Background: an optimization exercise with open tools, aiming at small area and a short achievable clock period. Do not read the settings as production practice. In this exercise RTL edits were held to simulation tests only and were not proved equivalent to the original. Power and IR drop assume default switching activity.

==> flow/design.v (outline; a module is shown in full before it is edited, if it fits) <==
// module running_average: 27 lines
// module ra_add_out: 486 lines
// module ra_add_nxt: 423 lines
// module ra_fa: 4 lines
// module ra_a21boi: 3 lines
// module ra_aoi21: 3 lines
// module ra_inv: 3 lines
// module ra_nand2: 3 lines
// module ra_nor2: 3 lines
// module ra_nor2b: 3 lines
// module ra_nor3b: 3 lines
// module ra_o21bai: 3 lines
// module ra_oai21: 3 lines
// module ra_xnor2: 3 lines
// module ra_xor2: 3 lines
module running_average #(
  parameter N = 4,
  parameter DATAWIDTH = 32
)(
  input   wire        clk,
  input   wire        reset,
  input   wire [DATAWIDTH -1 : 0] data_i,
  output  wire [DATAWIDTH -1 : 0] average_o
);
  // ...
==> flow/flow/run.sh <==
#!/bin/bash
set -euo pipefail
here=$(pwd)
DU_DEFAULT=$(cat flow/default_dont_use.txt)
DU_BIG=$(cat flow/big_cells.txt)
bash standard.sh DONT_USE_CELLS="$DU_DEFAULT $DU_BIG" synth > "$here/synth.log" 2>&1
args=()
if [[ -f flow/pnr_args.txt ]]; then
  while IFS= read -r line; do
    [[ -n "$line" && "$line" != \#* ]] && args+=("$line")
  done < flow/pnr_args.txt
fi
bash standard.sh "${args[@]}" finish > "$here/pnr.log" 2>&1
==> flow/flow/big_cells.txt <==
sky130_fd_sc_hd__a2111o_2 sky130_fd_sc_hd__a2111o_4 sky130_fd_sc_hd__a2111oi_2 sky130_fd_sc_hd__a2111oi_4 sky130_fd_sc_hd__a211o_2 sky130_fd_sc_hd__a211o_4 sky130_fd_sc_hd__a211oi_2 sky130_fd_sc_hd__a211oi_4 sky130_fd_sc_hd__a21bo_2 sky130_fd_sc_hd__a21bo_4 sky130_fd_sc_hd__a21boi_2 sky130_fd_sc_hd__a21boi_4 sky130_fd_sc_hd__a21o_2 sky130_fd_sc_hd__a21o_4 sky130_fd_sc_hd__a21oi_2 sky130_fd_sc_hd__a21oi_4 sky130_fd_sc_hd__a221o_2 sky130_fd_sc_hd__a221o_4 sky130_fd_sc_hd__a221oi_2 sky130_fd_sc_hd__a221oi_4 sky130_fd_sc_hd__a22o_2 sky130_fd_sc_hd__a22o_4 sky130_fd_sc_hd__a22oi_2 sky130_fd_sc_hd__a22oi_4 sky130_fd_sc_hd__a2bb2o_2 sky130_fd_sc_hd__a2bb2o_4 sky130_fd_sc_hd__a2bb2oi_2 sky130_fd_sc_hd__a2bb2oi_4 sky130_fd_sc_hd__a311o_2 sky130_fd_sc_hd__a311o_4 sky130_fd_sc_hd__a311oi_2 sky130_fd_sc_hd__a311oi_4 sky130_fd_sc_hd__a31o_2 sky130_fd_sc_hd__a31o_4 sky130_fd_sc_hd__a31oi_2 sky130_fd_sc_hd__a31oi_4 sky130_fd_sc_hd__a32o_2 sky130_fd_sc_hd__a32o_4 sky130_fd_sc_hd__a32oi_2 sky130_fd_sc_hd__a32oi_4 sky130_fd_sc_hd__a41o_2 sky130_fd_sc_hd__a41o_4 sky130_fd_sc_hd__a41oi_2 sky130_fd_sc_hd__a41oi_4 sky130_fd_sc_hd__and2_2 sky130_fd_sc_hd__and2_4 sky130_fd_sc_hd__and2b_2 sky130_fd_sc_hd__and2b_4 sky130_fd_sc_hd__and3_2 sky130_fd_sc_hd__and3_4 sky130_fd_sc_hd__and3b_2 sky130_fd_sc_hd__and3b_4 sky130_fd_sc_hd__and4_2 sky130_fd_sc_hd__and4_4 sky130_fd_sc_hd__and4b_2 sky130_fd_sc_hd__and4b_4 sky130_fd_sc_hd__and4bb_2 sky130_fd_sc_hd__and4bb_4 sky130_fd_sc_hd__fa_2 sky130_fd_sc_hd__fa_4 sky130_fd_sc_hd__ha_2 sky130_fd_sc_hd__ha_4 sky130_fd_sc_hd__inv_12 sky130_fd_sc_hd__inv_16 sky130_fd_sc_hd__inv_2 sky130_fd_sc_hd__inv_4 sky130_fd_sc_hd__inv_6 sky130_fd_sc_hd__inv_8 sky130_fd_sc_hd__maj3_2 sky130_fd_sc_hd__maj3_4 sky130_fd_sc_hd__mux2_2 sky130_fd_sc_hd__mux2_4 sky130_fd_sc_hd__mux2_8 sky130_fd_sc_hd__mux2i_2 sky130_fd_sc_hd__mux2i_4 sky130_fd_sc_hd__mux4_2 sky130_fd_sc_hd__mux4_4 sky130_fd_sc_hd__nand2_2 sky130_fd_sc_hd__nand2_4 sky130_fd_sc_hd__nand2_8 sky130_fd_sc_hd__nand2b_2 sky130_fd_sc_hd__nand2b_4 sky130_fd_sc_hd__nand3_2 sky130_fd_sc_hd__nand3_4 sky130_fd_sc_hd__nand3b_2 sky130_fd_sc_hd__nand3b_4 sky130_fd_sc_hd__nand4_2 sky130_fd_sc_hd__nand4_4 sky130_fd_sc_hd__nand4b_2 sky130_fd_sc_hd__nand4b_4 sky130_fd_sc_hd__nand4bb_2 sky130_fd_sc_hd__nand4bb_4 sky130_fd_sc_hd__nor2_2 sky130_fd_sc_hd__nor2_4 sky130_fd_sc_hd__nor2_8 sky130_fd_sc_hd__nor2b_2 sky130_fd_sc_hd__nor2b_4 sky130_fd_sc_hd__nor3_2 sky130_fd_sc_hd__nor3_4 sky130_fd_sc_hd__nor3b_2 sky130_fd_sc_hd__nor3b_4 sky130_fd_sc_hd__nor4_2 sky130_fd_sc_hd__nor4_4 sky130_fd_sc_hd__nor4b_2 sky130_fd_sc_hd__nor4b_4 sky130_fd_sc_hd__nor4bb_2 sky130_fd_sc_hd__nor4bb_4 sky130_fd_sc_hd__o2111a_2 sky130_fd_sc_hd__o2111a_4 sky130_fd_sc_hd__o2111ai_2 sky130_fd_sc_hd__o2111ai_4 sky130_fd_sc_hd__o211a_2 sky130_fd_sc_hd__o211a_4 sky130_fd_sc_hd__o211ai_2 sky130_fd_sc_hd__o211ai_4 sky130_fd_sc_hd__o21a_2 sky130_fd_sc_hd__o21a_4 sky130_fd_sc_hd__o21ai_2 sky130_fd_sc_hd__o21ai_4 sky130_fd_sc_hd__o21ba_2 sky130_fd_sc_hd__o21ba_4 sky130_fd_sc_hd__o21bai_2 sky130_fd_sc_hd__o21bai_4 sky130_fd_sc_hd__o221a_2 sky130_fd_sc_hd__o221a_4 sky130_fd_sc_hd__o221ai_2 sky130_fd_sc_hd__o221ai_4 sky130_fd_sc_hd__o22a_2 sky130_fd_sc_hd__o22a_4 sky130_fd_sc_hd__o22ai_2 sky130_fd_sc_hd__o22ai_4 sky130_fd_sc_hd__o2bb2a_2 sky130_fd_sc_hd__o2bb2a_4 sky130_fd_sc_hd__o2bb2ai_2 sky130_fd_sc_hd__o2bb2ai_4 sky130_fd_sc_hd__o311a_2 sky130_fd_sc_hd__o311a_4 sky130_fd_sc_hd__o311ai_2 sky130_fd_sc_hd__o311ai_4 sky130_fd_sc_hd__o31a_2 sky130_fd_sc_hd__o31a_4 sky130_fd_sc_hd__o31ai_2 sky130_fd_sc_hd__o31ai_4 sky130_fd_sc_hd__o32a_2 sky130_fd_sc_hd__o32a_4 sky130_fd_sc_hd__o32ai_2 sky130_fd_sc_hd__o32ai_4 sky130_fd_sc_hd__o41a_2 sky130_fd_sc_hd__o41a_4 sky130_fd_sc_hd__o41ai_2 sky130_fd_sc_hd__o41ai_4 sky130_fd_sc_hd__or2_2 sky130_fd_sc_hd__or2_4 sky130_fd_sc_hd__or2b_2 sky130_fd_sc_hd__or2b_4 sky130_fd_sc_hd__or3_2 sky130_fd_sc_hd__or3_4 sky130_fd_sc_hd__or3b_2 sky130_fd_sc_hd__or3b_4 sky130_fd_sc_hd__or4_2 sky130_fd_sc_hd__or4_4 sky130_fd_sc_hd__or4b_2 sky130_fd_sc_hd__or4b_4 sky130_fd_sc_hd__or4bb_2 sky130_fd_sc_hd__or4bb_4 sky130_fd_sc_hd__xnor2_2 sky130_fd_sc_hd__xnor2_4 sky130_fd_sc_hd__xnor3_2 sky130_fd_sc_hd__xnor3_4 sky130_fd_sc_hd__xor2_2 sky130_fd_sc_hd__xor2_4 sky130_fd_sc_hd__xor3_2 sky130_fd_sc_hd__xor3_4
==> flow/flow/default_dont_use.txt <==
sky130_fd_sc_hd__probe_p_8 sky130_fd_sc_hd__probec_p_8 sky130_fd_sc_hd__lpflow_bleeder_1 sky130_fd_sc_hd__lpflow_clkbufkapwr_1 sky130_fd_sc_hd__lpflow_clkbufkapwr_16 sky130_fd_sc_hd__lpflow_clkbufkapwr_2 sky130_fd_sc_hd__lpflow_clkbufkapwr_4 sky130_fd_sc_hd__lpflow_clkbufkapwr_8 sky130_fd_sc_hd__lpflow_clkinvkapwr_1 sky130_fd_sc_hd__lpflow_clkinvkapwr_16 sky130_fd_sc_hd__lpflow_clkinvkapwr_2 sky130_fd_sc_hd__lpflow_clkinvkapwr_4 sky130_fd_sc_hd__lpflow_clkinvkapwr_8 sky130_fd_sc_hd__lpflow_decapkapwr_12 sky130_fd_sc_hd__lpflow_decapkapwr_3 sky130_fd_sc_hd__lpflow_decapkapwr_4 sky130_fd_sc_hd__lpflow_decapkapwr_6 sky130_fd_sc_hd__lpflow_decapkapwr_8 sky130_fd_sc_hd__lpflow_inputiso0n_1 sky130_fd_sc_hd__lpflow_inputiso0p_1 sky130_fd_sc_hd__lpflow_inputiso1n_1 sky130_fd_sc_hd__lpflow_inputiso1p_1 sky130_fd_sc_hd__lpflow_inputisolatch_1 sky130_fd_sc_hd__lpflow_isobufsrc_1 sky130_fd_sc_hd__lpflow_isobufsrc_16 sky130_fd_sc_hd__lpflow_isobufsrc_2 sky130_fd_sc_hd__lpflow_isobufsrc_4 sky130_fd_sc_hd__lpflow_isobufsrc_8 sky130_fd_sc_hd__lpflow_isobufsrckapwr_16 sky130_fd_sc_hd__lpflow_lsbuf_lh_hl_isowell_tap_1 sky130_fd_sc_hd__lpflow_lsbuf_lh_hl_isowell_tap_2 sky130_fd_sc_hd__lpflow_lsbuf_lh_hl_isowell_tap_4 sky130_fd_sc_hd__lpflow_lsbuf_lh_isowell_4 sky130_fd_sc_hd__lpflow_lsbuf_lh_isowell_tap_1 sky130_fd_sc_hd__lpflow_lsbuf_lh_isowell_tap_2 sky130_fd_sc_hd__lpflow_lsbuf_lh_isowell_tap_4 
==> flow/flow/pnr_args.txt <==
BUFFER_PORTS_ARGS=-buffer_cell sky130_fd_sc_hd__buf_1
==> flow/standard.sh <==
#!/bin/bash
# synth_recipe.tcl (not shown) runs the flow's synth.tcl, then flattens the netlist and writes it again
# the make line also repeats each setting of config.mk as NAME=value (left out here)
make -C /OpenROAD-flow-scripts/flow DESIGN_CONFIG=/design/flow/config.mk WORK_HOME=/design/flow/orfs CLKGATE_MAP_FILE= SYNTH_SCRIPT=/design/flow/synth_recipe.tcl "${@:-finish}"
==> flow/config.mk <==
export PLATFORM = sky130hd
export DESIGN_NAME = running_average
export DESIGN_NICKNAME = running_average
export VERILOG_FILES = /design/flow/design.v
export SDC_FILE = /design/flow/constraint.sdc
export NUM_CORES = 4
export LEC_CHECK = 0
export CAP_MARGIN = 0
export CORE_MARGIN = 2
export CORE_UTILIZATION = 60
export CTS_BUF_LIST = sky130_fd_sc_hd__clkbuf_4 sky130_fd_sc_hd__clkbuf_8
export CTS_CLUSTER_DIAMETER = 100
export CTS_CLUSTER_SIZE = 32
export SETUP_SLACK_MARGIN = 2.5
export SLEW_MARGIN = 0
export SYNTH_HIERARCHICAL = 1
==> flow/constraint.sdc <==
create_clock -name core_clock -period 7.0 [get_ports {clk}]
set_input_delay 1.4000 -clock core_clock [delete_from_list [all_inputs] [get_ports {clk}]]
set_output_delay 1.4000 -clock core_clock [all_outputs]
set_load 0.01 [all_outputs]
==> summary.md, run 1 <==
| Metric | Value |
|---|---|
| Post-synth top cells | nor2_1 (101), dfrtp_1 (96), nand2_1 (87) |
| Status | complete, no violations |
| Crit end category | output port |
| Syn Std Cell Area | 0.00553 sq mm |
| Non-Filler Instances | 791 |
| Reg-to-Reg End | s3[31] |
| Number of DRC markers in iteration 0 | 130 |
| Non-Clock Buffer Area Fraction | 4.91% |
| Seq Cell Count | 96 |
| Number of remaining DRC errors | 0 |
| Max VDD drop | 0.181 mV |
| Layout Skew | 0.0111 ns |
| Largest fanout on the critical path | 4 |
| Post-synthesis area per instance | 9.27 sq um |
| EDFF count, synth | 0 |
| Required time worst endpoint | 5.60 ns |
| Sequential cell area | 0.00240 sq mm |
| Synth Area in XOR/XNOR | 9.99% |
| Clk pwr share | 17.0% |
| Most frequent cells in the layout | dfrtp_1 (96), nand2_1 (87), nor2_1 (70) |
| FFs w/ async S/R, synth | 100% |
| Num rows | 35 |
| Grt total ovfl | 0 |
| Critical Path AT | 3.04 ns |
| Drt total wl | 11.6 mm |
| Leading post-synthesis cells by cell area | dfrtp_1 (43%), fa_1 (12%), nor2_1 (6.9%), o21ai_1 (6.0%), nand2_1 (5.9%) |
| Final Util | 70.5% |
| # setup viols final | 0 |
| HP Class | flip-flop to flip-flop |
| DR top layer | met4 |
| Multi-input gate area | 0.00322 sq mm |
| Die Width | 100 um |
| Largest family of logic cells by synthesized area | simple AND/OR/NAND/NOR gates |
| Dpl cells | 770 |
| CP Cell Sequence | clkbuf_2 > nor2_4 > o21ai_4 > a21oi_2 > o21ai_2 > a21oi_2 > o21ai_2 > a21boi_1 > xnor2_1 > buf_1 |
| Hold Path Origin | s1[6] |
| Power per cell area | 349 mW/mm^2 |
| Pre-CTS setup slack | 2.08 ns |
==> inputs of run 2 (changes only) <==
--- a/flow/config.mk
+++ b/flow/config.mk
@@ -11,5 +11,3 @@
 export CTS_BUF_LIST = sky130_fd_sc_hd__clkbuf_4 sky130_fd_sc_hd__clkbuf_8
-export CTS_CLUSTER_DIAMETER = 100
-export CTS_CLUSTER_SIZE = 32
-export SETUP_SLACK_MARGIN = 2.5
+export SETUP_SLACK_MARGIN = 2.6
 export SLEW_MARGIN = 0
==> run 2 against run 1 <==
Effect of this change: flip-flop and latch count did not move; routed wire length rose by 1.5%; design area rose by 2.5%; clock-buffer cell count did not move; critical endpoint is now average_o[29]; largest cell class unchanged; largest power group unchanged.
==> summary.md, run 2 <==
| Metric | Value |
|---|---|
| Peak Freq | 0.230 GHz |
| Crit path launch type | input port |
| Largest fanout on the critical path | 4 (unchanged) |
| Grt total ovfl | 0 (unchanged) |
| Status | complete, no violations |
| Maximum number of pins on one net before global-route repair | 62 |
| Drt total wl | 11.8 mm (+1.5%) |
| Antenna violations before repair | 0 |
| Routed len/inst | 14.8 um |
| Final Total Pwr | 2.30 mW |
| Yosys warning count | 7 |
| Max VDD drop | 0.187 mV (+3.5%) |
| FFs w/ async S/R, synth | 100% (unchanged) |
| Global-route wire length before repair | 19.4 mm |
| Max-slew headroom | 48.6% |
| Hold WS | 0.412 ns |
| Final Max Tran Viols | 0 |
| Max-Cap Viols | 0 |
| Number of DRC markers in iteration 0 | 106 (-18%) |
| CTS tree | built |
| Sequential share of the synthesized area | 43.5% |
| Number of remaining DRC errors | 0 (unchanged) |
| Port bufs | 63 |
| Nets | 746 |
| Post-DR vias/cell | 5.42 |
| N_diodes | 0 |
| Post-DRT Antenna Nets | 0 |
| # setup viols final | 0 (unchanged) |
| Synth-to-layout area growth | 18.5% |
| Die Span Y | 100 um |
| GR peak layer | met2 |
| Required time worst endpoint | 5.60 ns (about the same) |
| Met3 usage | 4.32% |
| Multi-input gate area | 0.00332 sq mm (+3.2%) |
| Num rows | 35 (unchanged) |
| Yosys cell types | 15 |
| Final Util | 72.2% (+1.7 points) |
| Top FF cell, synth | dfrtp_1 |
| Drt pass-1 iters | 4 |
| Grt met2 use | 40.8% |
| Top Registers | s1 x32, s2 x32, s3 x32 |
| Detailed placement HPWL | 8.71 mm |
| Post-synth top area share | 43.5% |
| Io pins | 66 |
| Root buffer cell | clkbuf_8 |
| RSZ-0062 raised after global routing | yes |
| Synth Register Bits | 96 |
| Longest Clk Path Bufs | 2 |
| Slew @ Worst Pin | 0.771 ns |
| Final hold viol count | 0 |
| Via Count | 4312 |
| Pleak | 2.75 nW |
| Number of global-route vias before repair | 4346 |
| Top-count cell post-synth | nor2_1 |
| Most frequent cells in the layout | dfrtp_1 (96), nand2_1 (86), nor2_1 (60) |
| Total Routing Usage GR | 24.7% |
| Post-CTS Hold Buffers | 0 |
| Leading post-synthesis cells by cell area | dfrtp_1 (43%), fa_1 (12%), nor2_1 (6.9%), o21ai_1 (6.0%), nand2_1 (5.9%) |
| Met1 Use GR | 32.9% |
| Non-Filler Instances | 796 (+0.63%) |
| Dpl cells | 770 (unchanged) |
| # fillers | 665 |
| Final Critical Period | 4.35 ns |
| Share of cells above drive strength 1 | 20.4% |
| Setup_tns | 0 ns |
| Clk latency of the worst-skew pair | 0.37 ns |
| Sequential cell area | 0.00240 sq mm (unchanged) |
| Layout Skew | 0.0135 ns (+0.00247 ns) |
| Mapped Cells | 596 |
| Critical Path AT | 2.95 ns (-0.09 ns) |
| Crit end category | output port |
| Post-route clock period utilization | 62.2% |
| CTS buffer count | 9 |
| Die area | 0.00999 sq mm |
| EDFF count, synth | 0 (unchanged) |
| Initial Util | 61.0% |
| Power per cell area | 351 mW/mm^2 (+0.45%) |
| Crit path kind | input port to output port |
| GP Congestion | 0.881 |
| Die Width | 100 um (unchanged) |
| Commonest non-fill, non-tap cell in the layout | dfrtp_1 |
| Dominant cell type by area after synthesis | dfrtp_1 |
| Clk sinks | 96 |
| HP Class | flip-flop to flip-flop |
| Clock Pin Slew Worst Setup and Hold Paths | 0.08 ns |
| Flop2flop setup slack | 3.59 ns |
| Number of H-tree levels | 3 |
| Post-synth top cells | nor2_1 (101), dfrtp_1 (96), nand2_1 (87) |
| Syn Std Cell Area | 0.00553 sq mm (unchanged) |
| Core region area | 0.00906 sq mm |
| Post-synthesis area per instance | 9.27 sq um (unchanged) |
## run 2: logic make-up after synthesis
| family | synth area share (%) |
|---|---|
| other | 0.0679 |
| adder cells (fa/ha/maj) | 11.6 |
| XOR/XNOR | 9.99 |
| AO/OA/AOI/OAI | 12.5 |
| flip-flops | 43.5 |
| AND/OR/NAND/NOR | 20.0 |
| buffers and inverters | 2.38 |
## run 2: through the flow
stage / worst slack, ns / instance area, sq um
finish: 2.65 / 6550
global route: 2.53 / 6550
CTS: 2.60 / 6280
detailed placement: 2.08 / 5900
global placement: 2.15 / 5900
floorplan: 2.83 / 5530
## run 2: path summary, 6_finish.rpt
path                       startpoint       endpoint  cells after the start
max in group asynchronous       reset         s3[17]                      4
max                         data_i[6]  average_o[29]                     10
max reg2reg                     s1[1]         s3[31]                     10
min                            s1[16]         s2[16]                      0
min in group asynchronous       reset          s1[8]                      3
min reg2reg                    s1[16]         s2[16]                      0
## run 2: routing by layer
metal,wire [um],share of wire (%)
met1,5260,45
met2,5900,50
met5,0,0
met4,212,1.8
met3,426,3.6
## run 2: what timing repair did
item	4_1_cts	5_1_grt
setup endpoints to repair	21	23
pin swaps	6	13
buffers inserted	5	5
gates resized for setup	44	82
## run 2: final cells by class
cell class / instances / share of cell area (%)
sequential: 96 / 36.7
timing repair buffer: 75 / 5.64
tap: 111 / 2.12
clock buffer: 10 / 2.10
inverter: 29 / 1.70
clock inverter: 6 / 1.01
multi-input combinational: 469 / 50.7
## run 2: where the power goes
part           internal (mW)  total (mW)  switching [mW]
registers              0.652       0.720          0.0673
logic                  0.471        1.20           0.727
clock network          0.177       0.378           0.201
total                   1.30        2.30           0.995
## run 2: per-module statistics from Yosys (local to each module, per instance), excerpt
module           cell area, sq um  copies in the design  flops+latches  cells
ra_nor3b                     7.51                    29              0      1
ra_a21boi                    7.51                    19              0      1
ra_xnor2                     8.76                    31              0      1
ra_xor2                      8.76                    32              0      1
ra_oai21                     5.00                    66              0      1
ra_nand2                     3.75                    87              0      1
running_average              2420                     1             96    100
ra_inv                       3.75                    28              0      1
ra_nor2b                     6.26                    29              0      1
ra_o21bai                    7.51                     5              0      1
ra_aoi21                     5.00                    36              0      1
ra_fa                        20.0                    32              0      1
## run 2: worst max-delay path, cell delays in order
cell and delay (ns):
buf_2 0.14, nand2_1 0.12, o21ai_2 0.25, a21oi_2 0.11
o21ai_1 0.22, a21oi_2 0.09, o21ai_2 0.20, a21boi_1 0.11
xnor2_1 0.16, clkbuf_2 0.15
==> inputs of run 3 (changes only) <==
==> flow/flow/pnr_args.txt (replaced) <==
BUFFER_PORTS_ARGS=-buffer_cell sky130_fd_sc_hd__buf_1
RECOVER_POWER=100
--- a/flow/config.mk
+++ b/flow/config.mk
@@ -11,3 +11,3 @@
 export CTS_BUF_LIST = sky130_fd_sc_hd__clkbuf_4 sky130_fd_sc_hd__clkbuf_8
-export SETUP_SLACK_MARGIN = 2.6
+export SETUP_SLACK_MARGIN = 2.5
 export SLEW_MARGIN = 0
==> run 3 against run 2 <==
Effect of this change: now fails the layout checks on capacitance limit, slew limit; final cell count fell by 0.63%; die area stayed put; routed wire length shrank 1.9%; synthesized area stayed put; setup slack worse by 0.41 ns; synthesized cell count is the same; sequential share of layout area up 1.1 points; critical path type is now input port to flip-flop; critical endpoint is now s3[30]; largest cell class unchanged; highest routed layer unchanged.
==> summary.md, run 3 <==
| Metric | Value |
|---|---|
| Status | finished with violations |
| SO Faults | capacitance limit, slew limit |
| Final hold viol count | 0 (unchanged) |
| Mapped Cells | 596 (unchanged) |
| Crit end category | flip-flop |
| Switching pwr | 961 uW (-3.4%) |
| Power per cell area | 349 mW/mm^2 (-0.51%) |
| CTS buffer count | 9 (unchanged) |
| Post-synthesis area per instance | 9.27 sq um (unchanged) |
| RSZ-0062 raised after global routing | yes |
| Total Routing Usage GR | 24.3% (-0.33 points) |
| Non-Filler Instances | 791 (-0.63%) |
| Top FF cell, synth | dfrtp_1 |
| Core region area | 0.00906 sq mm (unchanged) |
| Final Critical Period | 4.77 ns (+0.414 ns) |
| Post-DRT Antenna Nets | 0 (unchanged) |
| Clk pwr share | 17.0% (+0.6 points) |
| Required time worst endpoint | 7.29 ns (+1.69 ns) |
| Routed len/inst | 14.6 um (-1.2%) |
| Synth Register Bits | 96 (unchanged) |
| Dominant cell type by area after synthesis | dfrtp_1 |
| Peak Freq | 0.210 GHz (-8.7%) |
| Compound-cell area share of the yosys netlist | 12.5% (unchanged) |
| Internal Power | 1.26 mW (-3.4%) |
| Die area | 0.00999 sq mm (unchanged) |
| Crit path kind | input port to flip-flop |
| Final Total Pwr | 2.22 mW (-3.4%) |
| Number of global-route vias before repair | 4266 (-1.8%) |
| Switching share of power | 43.3% (about the same) |
| Pleak | 2.60 nW (-5.6%) |
| Maximum number of pins on one net before global-route repair | 62 (unchanged) |
| Root buffer cell | clkbuf_8 |
| Critical Path AT | 5.05 ns (+2.10 ns) |
| # fillers | 699 (+5.1%) |
| Global-route wire length before repair | 19.1 mm (-1.6%) |
| Leading post-synthesis cells by cell area | dfrtp_1 (43%), fa_1 (12%), nor2_1 (6.9%), o21ai_1 (6.0%), nand2_1 (5.9%) |
| Max-slew headroom | -5.46% (-54 points) |
| Max-Cap Viols | 3 (+3) |
| Fin area | 0.00636 sq mm (-2.9%) |
| Largest fanout on the critical path | 5 (+1) |
| Clock Pin Slew Worst Setup and Hold Paths | 0.09 ns (about the same) |
| Multiplexer share of the synthesized area | 0% (unchanged) |
| Yosys cell types | 15 (unchanged) |
| Post-DR vias/cell | 5.44 (+0.42%) |
| Max VDD drop | 0.176 mV (-5.9%) |
| Grt total ovfl | 0 (unchanged) |
| Die Width | 100 um (unchanged) |
| Syn Std Cell Area | 0.00553 sq mm (unchanged) |
| Synth Area in Simple Gates | 20.0% (unchanged) |
| Antenna violations before repair | 0 (unchanged) |
| Number of remaining DRC errors | 0 (unchanged) |
| Drt total wl | 11.6 mm (-1.9%) |
| Synth Area in Adders | 11.6% (unchanged) |
| Post-synth top area share | 43.5% (unchanged) |
| Top Registers | s1 x32, s2 x32, s3 x32 |
| EDFF count, synth | 0 (unchanged) |
| Post-route clock period utilization | 68.1% (+5.9 points) |
| Pre-CTS setup slack | 2.08 ns (unchanged) |
| Setup_tns | 0 ns (unchanged) |
| Hold WS | 0.413 ns (+0.00139 ns) |
| Final setup margin | 2.23 ns (-0.414 ns) |
| Top-count cell post-synth | nor2_1 |
| Final Util | 70.1% (-2.1 points) |
| N_diodes | 0 (unchanged) |
| Share of cells above drive strength 1 | 11.9% (-8.5 points) |
| Largest family of logic cells by synthesized area | simple AND/OR/NAND/NOR gates |
| Die Span Y | 100 um (unchanged) |
| HP Class | flip-flop to flip-flop |
| Yosys warning count | 7 (unchanged) |
| Clk sinks | 96 (unchanged) |
| Number of DRC markers in iteration 0 | 110 (+3.8%) |
| Hold Path Origin | s1[6] |
| GP Congestion | 0.881 (unchanged) |
| CTS tree | built |
| Most frequent cells in the layout | dfrtp_1 (96), nand2_1 (87), nor2_1 (70) |
| Post-synth top cells | nor2_1 (101), dfrtp_1 (96), nand2_1 (87) |
| Crit path launch type | input port |
| Commonest non-fill, non-tap cell in the layout | dfrtp_1 |
| Sequential share of the synthesized area | 43.5% (unchanged) |
| Nets | 741 (-0.67%) |
| Drt pass-1 iters | 4 (unchanged) |
| Synth Area in XOR/XNOR | 9.99% (unchanged) |
| Final Max Tran Viols | 69 (+69) |
| Synth-to-layout area growth | 15.1% |
| Layout Skew | 0.0124 ns (-0.00115 ns) |
| Initial Util | 61.0% (unchanged) |
| Longest Clk Path Bufs | 2 (unchanged) |
| Via Count | 4303 (-0.21%) |
| Detailed placement HPWL | 8.71 mm (unchanged) |
| Port bufs | 63 (unchanged) |
| Clk latency of the worst-skew pair | 0.37 ns (about the same) |
| Post-CTS Hold Buffers | 0 (unchanged) |
| Worst setup startpoint | data_i[1] |
| FFs w/ async S/R, synth | 100% (unchanged) |
| Num rows | 35 (unchanged) |
| DP Area | 0.00590 sq mm (unchanged) |
| Io pins | 66 (unchanged) |
| Flop pwr share | 32.1% (+0.8 points) |
| Combinational power share | 50.9% (-1.3 points) |
| Slew @ Worst Pin | 1.57 ns (+0.802 ns) |
| # setup viols final | 0 (unchanged) |
| Dpl cells | 770 (unchanged) |
| Number of H-tree levels | 3 (unchanged) |
| RR Startpoint | s1[1] |
## run 3: worst paths after layout
check | endpoint | slack [ns] | depth (start not counted)
min in group asynchronous | s3[9] | 2.33 | 3
max reg2reg | s3[30] | 3.04 | 10
min | s2[6] | 0.41 | 0
max | s3[30] | 2.23 | 11
max in group asynchronous | s3[17] | 2.57 | 4
min reg2reg | s2[6] | 0.41 | 0
## run 3: per-layer routing
metal  wire length (um)  track usage, %
met1               5110            33.0
met2               5730            39.8
met3                482            4.25
met5                  0               0
met4                253            8.96
## run 3: kinds of logic (layout without fill, tap and decap cells)
group | Yosys count | after routing
simple gates | 246 | 246
other cells | 1 | 2
flops | 96 | 96
xor+xnor | 63 | 63
compound gates | 126 | 126
buf+inv | 32 | 115
fa+ha+maj | 32 | 32
## run 3: power by group through the flow
| stage | sequential [mW] | clock, mW | combinational (mW) |
|---|---|---|---|
| final | 0.713 | 0.377 | 1.13 |
| after floorplan | 0.703 | 0 | 0.730 |
| after detailed placement | 0.714 | 0 | 1.01 |
| after CTS | 0.704 | 0.391 | 1.04 |
| after global routing | 0.725 | 0.411 | 1.25 |
| after global placement | 0.711 | 0 | 0.990 |
## run 3: critical path: stages
cell and delay, ns:
clkbuf_1 0.13, fa_1 0.60, nand2_1 0.09, o21ai_0 0.39, a21oi_1 0.24, o21ai_0 0.66, a21oi_1 0.36, o21bai_1 0.47
a21boi_0 0.28, o21ai_0 0.27, xor2_1 0.16
## run 3: per-module statistics from Yosys (local to each module, per instance), a selection
module / area (sq um) / cells inside / flops+latches / copies in the design
ra_fa: 20.0 / 1 / 0 / 32
ra_xnor2: 8.76 / 1 / 0 / 31
ra_xor2: 8.76 / 1 / 0 / 32
ra_o21bai: 7.51 / 1 / 0 / 5
ra_a21boi: 7.51 / 1 / 0 / 19
ra_add_nxt: 7.51 / 1 / 0 / 1
ra_oai21: 5.00 / 1 / 0 / 66
ra_aoi21: 5.00 / 1 / 0 / 36
ra_inv: 3.75 / 1 / 0 / 28
## run 3: what timing repair did
item,in CTS,in global routing
setup buffers,0,5
pin swaps,0,8
resized for setup,14,71
hold endpoints to repair,0,0
endpoints found under the setup margin,17,20
## run 3: final cells by class
cell class	count	area, sq um	area share, %
inverters	29	110	1.73
clock buffers	10	138	2.16
multi-input cells	469	3220	50.6
repair buffers	70	283	4.45
clock inverters	6	66.3	1.04
well taps	111	139	2.18
flip-flops and latches	96	2400	37.8
==> inputs of run 4 (changes only) <==
==> flow/flow/pnr_args.txt (replaced) <==
BUFFER_PORTS_ARGS=-buffer_cell sky130_fd_sc_hd__buf_1
==> run 4 against run 3 <==
Effect of this change: the run now finishes clean; global-route usage did not move; synthesized cell count unchanged; clock power hardly changed; die area unchanged; critical path type is now input port to output port; critical endpoint is now average_o[25].
==> summary.md, run 4 <==
| Metric | Value |
|---|---|
| Final Max Tran Viols | 0 (-100%) |
| Final hold viol count | 0 (unchanged) |
| Root buffer cell | clkbuf_8 |
| Commonest non-fill, non-tap cell in the layout | dfrtp_1 |
| Required time worst endpoint | 5.60 ns (-1.69 ns) |
| Power per cell area | 349 mW/mm^2 (about the same) |
| CTS tree | built |
| Drt pass-1 iters | 7 (+3) |
| Reg2Reg Depth | 10 (unchanged) |
| Mapped Cells | 596 (unchanged) |
| Non-Filler Instances | 791 (unchanged) |
| EDFF count, synth | 0 (unchanged) |
| Global-route wire length before repair | 19.1 mm (unchanged) |
| Clk sinks | 96 (unchanged) |
| HP Class | flip-flop to flip-flop |
| Final Total Pwr | 2.23 mW (+0.57%) |
| Max-Cap Viols | 0 (-3) |
| Number of remaining DRC errors | 0 (unchanged) |
| N_diodes | 0 (unchanged) |
| Synth Register Bits | 96 (unchanged) |
| Final Critical Period | 4.44 ns (-0.330 ns) |
| Number of DRC markers in iteration 0 | 130 (+18%) |
| Core region area | 0.00906 sq mm (unchanged) |
| CTS buffer count | 9 (unchanged) |
| Dominant cell type by area after synthesis | dfrtp_1 |
| Detailed placement HPWL | 8.71 mm (unchanged) |
| FFs w/ async S/R, synth | 100% (unchanged) |
| Flop2flop setup slack | 3.51 ns (+0.47 ns) |
| Switching share of power | 43.3% (about the same) |
| Post-DRT Antenna Nets | 0 (unchanged) |
| Number of global-route vias before repair | 4266 (unchanged) |
| Largest fanout on the critical path | 4 (-1) |
| Number of H-tree levels | 3 (unchanged) |
| Longest Clk Path Bufs | 2 (unchanged) |
| Layout Skew | 0.0111 ns (-0.00133 ns) |
| Via Count | 4319 (+0.37%) |
| Hold Crit Depth | 0 (unchanged) |
| Combinational power share | 51.1% (+0.2 points) |
| Clk pwr share | 17.0% (about the same) |
| Syn Std Cell Area | 0.00553 sq mm (unchanged) |
| Sequential share of the synthesized area | 43.5% (unchanged) |
| Top FF cell, synth | dfrtp_1 |
| Post-synth top area share | 43.5% (unchanged) |
| Post-DR vias/cell | 5.46 (+0.37%) |
| Top-count cell post-synth | nor2_1 |
| RR Startpoint | s1[1] |
| Clock Pin Slew Worst Setup and Hold Paths | 0.09 ns (about the same) |
| Post-route clock period utilization | 63.4% (-4.7 points) |
| Yosys cell types | 15 (unchanged) |
| Most frequent cells in the layout | dfrtp_1 (96), nand2_1 (87), nor2_1 (70) |
| Clk latency of the worst-skew pair | 0.37 ns (about the same) |
| Nets | 741 (unchanged) |
| Crit path kind | input port to output port |
| Initial Util | 61.0% (unchanged) |
| Dpl cells | 770 (unchanged) |
| Die area | 0.00999 sq mm (unchanged) |
| Post-synthesis area per instance | 9.27 sq um (unchanged) |
| Flop pwr share | 31.9% (-0.2 points) |
| Die Span Y | 100 um (unchanged) |
| Critical Path AT | 3.04 ns (-2.01 ns) |
| Fin area | 0.00639 sq mm (+0.51%) |
| Hold Path Origin | s1[6] |
| Total Routing Usage GR | 24.3% (unchanged) |
| Yosys warning count | 7 (unchanged) |
| Pleak | 2.67 nW (+2.8%) |
| Internal Power | 1.26 mW (+0.62%) |
| Grt total ovfl | 0 (unchanged) |
| Peak Freq | 0.225 GHz (+7.4%) |
| Routed len/inst | 14.7 um (+0.41%) |
| Drt total wl | 11.6 mm (+0.41%) |
| Maximum number of pins on one net before global-route repair | 62 (unchanged) |
| Share of cells above drive strength 1 | 15.0% (+3.1 points) |
| Setup_tns | 0 ns (unchanged) |
| Crit end category | output port |
| GP Congestion | 0.881 (unchanged) |
| Die Width | 100 um (unchanged) |
| Io pins | 66 (unchanged) |
| # setup viols final | 0 (unchanged) |
| Max-slew headroom | 48.7% (+54 points) |
| Num rows | 35 (unchanged) |
| RSZ-0062 raised after global routing | yes |
| Leading post-synthesis cells by cell area | dfrtp_1 (43%), fa_1 (12%), nor2_1 (6.9%), o21ai_1 (6.0%), nand2_1 (5.9%) |
| Max VDD drop | 0.181 mV (+2.6%) |
| Synth-to-layout area growth | 15.7% |
| DP Area | 0.00590 sq mm (unchanged) |
| Worst Hold Path EP | s2[6] |
| Port bufs | 63 (unchanged) |
| Crit path launch type | input port |
| Status | complete, no violations |
| Post-synth top cells | nor2_1 (101), dfrtp_1 (96), nand2_1 (87) |
| Antenna violations before repair | 0 (unchanged) |
| Switching pwr | 966 uW (+0.50%) |
| Top Registers | s1 x32, s2 x32, s3 x32 |
| Slew @ Worst Pin | 0.769 ns (-0.804 ns) |
| Reg-to-Reg End | s3[31] |
[run 4: how the worst max path moves through the flow]
| stage | startpoint | end | slack (ns) | cells past startpoint |
|---|---|---|---|---|
| floorplan | data_i[0] | average_o[23] | 2.83 | 8 |
| global placement | data_i[0] | average_o[23] | 2.15 | 10 |
| detailed placement | data_i[1] | average_o[23] | 2.08 | 10 |
| CTS | data_i[3] | average_o[27] | 2.46 | 10 |
| global route | data_i[18] | average_o[19] | 2.47 | 10 |
| finish | data_i[3] | average_o[25] | 2.56 | 10 |
[run 4: modules after synthesis (local to each module, per instance), excerpt]
module / cells / area, sq um / times used
running_average: 100 / 2420 / 1
ra_add_nxt: 1 / 7.51 / 1
ra_a21boi: 1 / 7.51 / 19
ra_nor3b: 1 / 7.51 / 29
ra_o21bai: 1 / 7.51 / 5
ra_aoi21: 1 / 5.00 / 36
ra_oai21: 1 / 5.00 / 66
ra_nand2: 1 / 3.75 / 87
ra_nor2: 1 / 3.75 / 101
ra_inv: 1 / 3.75 / 28
[run 4: timing repair]
item / in CTS / in global routing
resized for setup: 14 / 71
gates cloned: 0 / 0
hold buffers: 0 / 0
buffers inserted: 0 / 5
endpoints found under the setup margin: 17 / 20
pin swaps: 0 / 8
[run 4: area by class of cell]
cell class | count | area (sq um)
Multi-Input combinational cell | 469 | 3220
Fill cell | 683 | 2670
Sequential cell | 96 | 2400
Timing Repair Buffer | 70 | 314
Tap cell | 111 | 139
Clock buffer | 10 | 138
Inverter | 29 | 111
Clock inverter | 6 | 66.3
[run 4: cell families after synthesis]
family,Yosys count,share of synthesized area (%)
other,1,0.0679
buffers and inverters,32,2.38
AOI/OAI and AO/OA,126,12.5
adders and majority gates,32,11.6
xor gates and xnor gates,63,9.99
and+or+nand+nor,246,20.0
DFF,96,43.5
[run 4: metal layers]
metal	part of all wire [%]	vias up	GRT usage (%)
li1	-	2098	-
met1	44	2105	33.0
met2	49	92	39.8
met3	4.3	24	4.25
met4	2.3	0	8.96
met5	0	-	0
[run 4: power by group through the flow]
stage / Sequential (mW) / Clock, mW / Combinational (mW)
5_1_grt: 0.725 / 0.411 / 1.26
3_5_place_dp: 0.714 / 0 / 1.01
6_report: 0.712 / 0.378 / 1.14
3_3_place_gp: 0.711 / 0 / 0.990
2_1_floorplan: 0.703 / 0 / 0.730
4_1_cts: 0.704 / 0.391 / 1.04
[run 4: worst max-delay path: stages]
cell and delay (ns):
clkbuf_2 0.14, nor2_4 0.16, o21ai_4 0.09, a21oi_2 0.27
o21ai_2 0.12, a21oi_2 0.23, o21ai_2 0.12, a21boi_1 0.17
xnor2_1 0.15, buf_1 0.19
[run 4: through the flow]
step | worst slack, ns | hold WS (ns) | utilization (%)
6_report | 2.56 | 0.413 | 70.5
5_1_grt | 2.47 | 0.423 | 70.5
4_1_cts | 2.46 | 0.418 | 67.9
3_5_place_dp | 2.08 | 0.397 | 65.1
3_3_place_gp | 2.15 | 0.392 | 65.1
2_1_floorplan | 2.83 | 0.386 | -
==> inputs of run 5 (changes only) <==
--- a/flow/config.mk
+++ b/flow/config.mk
@@ -9,3 +9,3 @@
 export CORE_MARGIN = 2
-export CORE_UTILIZATION = 60
+export CORE_UTILIZATION = 75
 export CTS_BUF_LIST = sky130_fd_sc_hd__clkbuf_4 sky130_fd_sc_hd__clkbuf_8
==> run 5 against run 4 <==
Effect of this change: worst hold slack lost 0.0070 ns; clock skew rose by 0.0016 ns; utilization rose by 18 points; non-clock buffer count grew 2; setup slack lost 0.093 ns; via count grew 10%; largest power group unchanged; flip-flop and latch count did not move; sequential share of layout area up 0.16 points; synthesized cell count unchanged; register-to-register slack barely moved; largest cell class unchanged; critical endpoint is now average_o[9]; synthesized area did not move.
==> summary.md, run 5 <==
| Metric | Value |
|---|---|
| Number of remaining DRC errors | 0 (unchanged) |
| # fillers | 355 (-48%) |
| Syn Std Cell Area | 0.00553 sq mm (unchanged) |
| Die area | 0.00807 sq mm (-19%) |
| Status | complete, no violations |
| Leading post-synthesis cells by cell area | dfrtp_1 (43%), fa_1 (12%), nor2_1 (6.9%), o21ai_1 (6.0%), nand2_1 (5.9%) |
| Post-CTS Hold Buffers | 0 (unchanged) |
| Drt pass-1 iters | 7 (unchanged) |
| Dominant cell type by area after synthesis | dfrtp_1 |
| Drt total wl | 13.9 mm (+20%) |
| Top FF cell, synth | dfrtp_1 |
| Max VDD drop | 0.243 mV (+34%) |
| Root buffer cell | clkbuf_8 |
| Layout Skew | 0.0126 ns (+0.00156 ns) |
| CP Cell Sequence | clkbuf_2 > nor2_2 > nor2_2 > nand2_1 > nor2_1 > a21oi_2 > buf_4 > o21ai_1 > xor2_1 > buf_1 |
| Max-Cap Viols | 0 (unchanged) |
| CTS buffer count | 9 (unchanged) |
| Peak Freq | 0.221 GHz (-2.1%) |
| Final Util | 88.7% (+18 points) |
| Via Count | 4771 (+10%) |
| Largest fanout on the critical path | 4 (unchanged) |
| Post-synth top cells | nor2_1 (101), dfrtp_1 (96), nand2_1 (87) |
| Crit path launch type | input port |
| RSZ-0062 raised after global routing | yes |
| Core region area | 0.00718 sq mm (-21%) |
| Worst Hold Path EP | s2[24] |
| Initial Util | 77.0% (+16 points) |
| Total Routing Usage GR | 33.9% (+9.6 points) |
| Die Span Y | 89.8 um (-10%) |
| Yosys warning count | 7 (unchanged) |
| Clk sinks | 96 (unchanged) |
| GP Congestion | 0.981 (+11%) |
| Pleak | 2.66 nW (-0.24%) |
| Flop2flop setup slack | 3.52 ns (about the same) |
| Reg-to-Reg End | s3[31] |
| Clock Pin Slew Worst Setup and Hold Paths | 0.10 ns (about the same) |
| Post-DRT Antenna Nets | 0 (unchanged) |
| Top Registers | s1 x32, s2 x32, s3 x32 |
| HP Class | flip-flop to flip-flop |
| Final hold viol count | 0 (unchanged) |
| Num rows | 31 (-11%) |
| N_diodes | 0 (unchanged) |
| Number of global-route vias before repair | 4734 (+11%) |
| Max-slew headroom | 46.6% (-2.1 points) |
| CTS tree | built |
| Clk latency of the worst-skew pair | 0.38 ns (about the same) |
| Longest Clk Path Bufs | 2 (unchanged) |
| Routed len/inst | 17.8 um (+21%) |
| Final Critical Period | 4.53 ns (+0.0935 ns) |
| Io pins | 66 (unchanged) |
| Grt total ovfl | 0 (unchanged) |
| EDFF count, synth | 0 (unchanged) |
| Critical Path AT | 3.13 ns (+0.09 ns) |
| Share of cells above drive strength 1 | 15.0% (-0.044 points) |
| Number of H-tree levels | 3 (unchanged) |
| Crit path kind | input port to output port |
| Post-route clock period utilization | 64.7% (+1.3 points) |
| CP max stage cell | xor2_1 |
| Crit end category | output port |
| RR Startpoint | s1[2] |
| Global-route wire length before repair | 21.7 mm (+13%) |
| Slew @ Worst Pin | 0.800 ns (+0.0306 ns) |
| Sequential share of the synthesized area | 43.5% (unchanged) |
| Setup_tns | 0 ns (unchanged) |
| Commonest non-fill, non-tap cell in the layout | dfrtp_1 |
| Port bufs | 63 (unchanged) |
| Synth-to-layout area growth | 15.2% |
| Nets | 743 (+0.27%) |
| FFs w/ async S/R, synth | 100% (unchanged) |
| Hold Path Origin | s1[24] |
| CP most frequent cell | nor2_2 |
| Hold Crit Depth | 0 (unchanged) |
| CP peak stage delay | 0.25 ns (-0.02 ns) |
| Detailed placement HPWL | 9.49 mm (+8.9%) |
| Sequential cell area | 0.00240 sq mm (unchanged) |
| Required time worst endpoint | 5.60 ns (about the same) |
| Mapped Cells | 596 (unchanged) |
| Reg2Reg Depth | 10 (unchanged) |
| Post-DR vias/cell | 6.11 (+12%) |
| Number of DRC markers in iteration 0 | 469 (+260%) |
| Top-count cell post-synth | nor2_1 |
| Most frequent cells in the layout | dfrtp_1 (96), nand2_1 (87), nor2_1 (70) |
| Antenna violations before repair | 0 (unchanged) |
| Post-synth top area share | 43.5% (unchanged) |
| Post-synthesis area per instance | 9.27 sq um (unchanged) |
| Final Max Tran Viols | 0 (unchanged) |
| Multi-input gate area | 0.00321 sq mm (-0.23%) |
| Yosys cell types | 15 (unchanged) |
| Synth Register Bits | 96 (unchanged) |
| # setup viols final | 0 (unchanged) |
| Power per cell area | 355 mW/mm^2 (+1.7%) |
| Maximum number of pins on one net before global-route repair | 52 (-16%) |
| Die Width | 89.8 um (-10%) |
## run 5: cell types whose count changed in the layout (fill, tap and decap cells not counted), sizes merged
cell      delta
clkbuf       -2
buf          +4
inv          +1
bufinv       -1
clkinv       -1
clkinvlp     +1
## run 5: timing repair
item / in CTS / in global routing
setup buffers: 3 / 4
pin swaps: 2 / 2
resized for setup: 17 / 65
setup endpoints to repair: 17 / 16
## run 5: cell families after synthesis
| family | share of synthesized area, % |
|---|---|
| AO/OA/AOI/OAI | 12.5 |
| other | 0.0679 |
| adder cells (fa/ha/maj) | 11.6 |
| AND/OR/NAND/NOR | 20.0 |
| buffers and inverters | 2.38 |
| flip-flops | 43.5 |
| XOR/XNOR | 9.99 |
## run 5: cell type report
cell class,count,share of cell area (%)
Inverter,29,1.73
Clock buffer,10,2.16
Sequential cell,96,37.7
Tap cell,99,1.95
Multi-Input combinational cell,469,50.5
Clock inverter,6,0.786
Timing Repair Buffer,72,5.15
## run 5: worst max path at each step
stage | from | cells after the start | endpoint
after CTS | data_i[1] | 10 | average_o[11]
after floorplan | data_i[0] | 8 | average_o[23]
final | data_i[2] | 10 | average_o[9]
after global routing | data_i[8] | 10 | average_o[9]
after detailed placement | data_i[0] | 10 | average_o[23]
after global placement | data_i[1] | 10 | average_o[23]
## run 5: through the flow
stage	hold WS (ns)	cells	setup slack (ns)	power (mW)	instance area, sq um
4_1_cts	0.408	777	2.51	2.14	6160
3_5_place_dp	0.394	758	2.10	1.73	5880
5_1_grt	0.417	781	2.38	2.40	6360
6_report	0.406	781	2.47	2.26	6360
3_3_place_gp	0.389	758	2.27	1.68	5880
2_1_floorplan	0.386	597	2.83	1.43	5530
## run 5: critical path, delay by kind of cell
| kind | cells | cell delay (ns) |
|---|---|---|
| and+or+nand+nor | 4 | 0.67 |
| AOI/OAI and AO/OA | 2 | 0.32 |
| xor gates and xnor gates | 1 | 0.25 |
| buffers and inverters | 3 | 0.48 |
## run 5: Yosys stat by module (local to each module, per instance), excerpt
module / cells inside / times used / flops+latches
ra_a21boi: 1 / 19 / 0
ra_oai21: 1 / 66 / 0
running_average: 100 / 1 / 96
ra_aoi21: 1 / 36 / 0
ra_o21bai: 1 / 5 / 0
ra_add_nxt: 1 / 1 / 0
ra_nand2: 1 / 87 / 0
ra_nor2b: 1 / 29 / 0
ra_inv: 1 / 28 / 0
ra_fa: 1 / 32 / 0
ra_xor2: 1 / 32 / 0
ra_nor3b: 1 / 29 / 0
ra_xnor2: 1 / 31 / 0
ra_nor2: 1 / 101 / 0
## run 5: layer usage
layer,up-vias,part of all wire (%),GRT usage [%]
met5,-,0,0
li1,2101,-,-
met3,78,6.4,7.46
met2,273,51,60.7
met4,0,3.7,10.5
met1,2319,38,41.3
## run 5: power breakdown
group	internal [mW]	switching (mW)
combinational	0.438	0.751
clock	0.145	0.209
sequential	0.652	0.0634

[re-timing with driven ports]
Ports are ideal in the flow. The routed layouts listed here were re-timed in OpenROAD.
Step 1: set_driving_cell puts a clkbuf_16 on clk and a buf_2 on each other input, an assumption about the parent block.
Step 2 moves the port delays by t, midway between the first and last clock arrival at a register: inputs arrive t later, outputs are due t later. That takes back most of the time a late clock gives input paths.
Slacks: no drivers / after step 1 / after step 2; pairs: no drivers / after step 1.
| run | shift t [ns] | setup slack, ns | worst setup path after step 2 | latest minus earliest clock arrival (ns) |
|---|---|---|---|---|
| run 1 | 0.394 | 2.564 / 2.538 / 2.343 | input to register | 0.011 / 0.011 |
| run 2 | 0.392 | 2.648 / 2.624 / 2.438 | input to register | 0.013 / 0.013 |
| run 3 | 0.391 | 2.234 / 2.245 / 1.854 | input to register | 0.012 / 0.012 |
| run 4 | 0.394 | 2.564 / 2.538 / 2.343 | input to register | 0.011 / 0.011 |
| run 5 | 0.402 | 2.470 / 2.439 / 2.350 | input to register | 0.012 / 0.012 |
For run 3, which loses most, drivers alone change the setup slack by +0.011 ns; drivers and shift together by -0.380 ns.
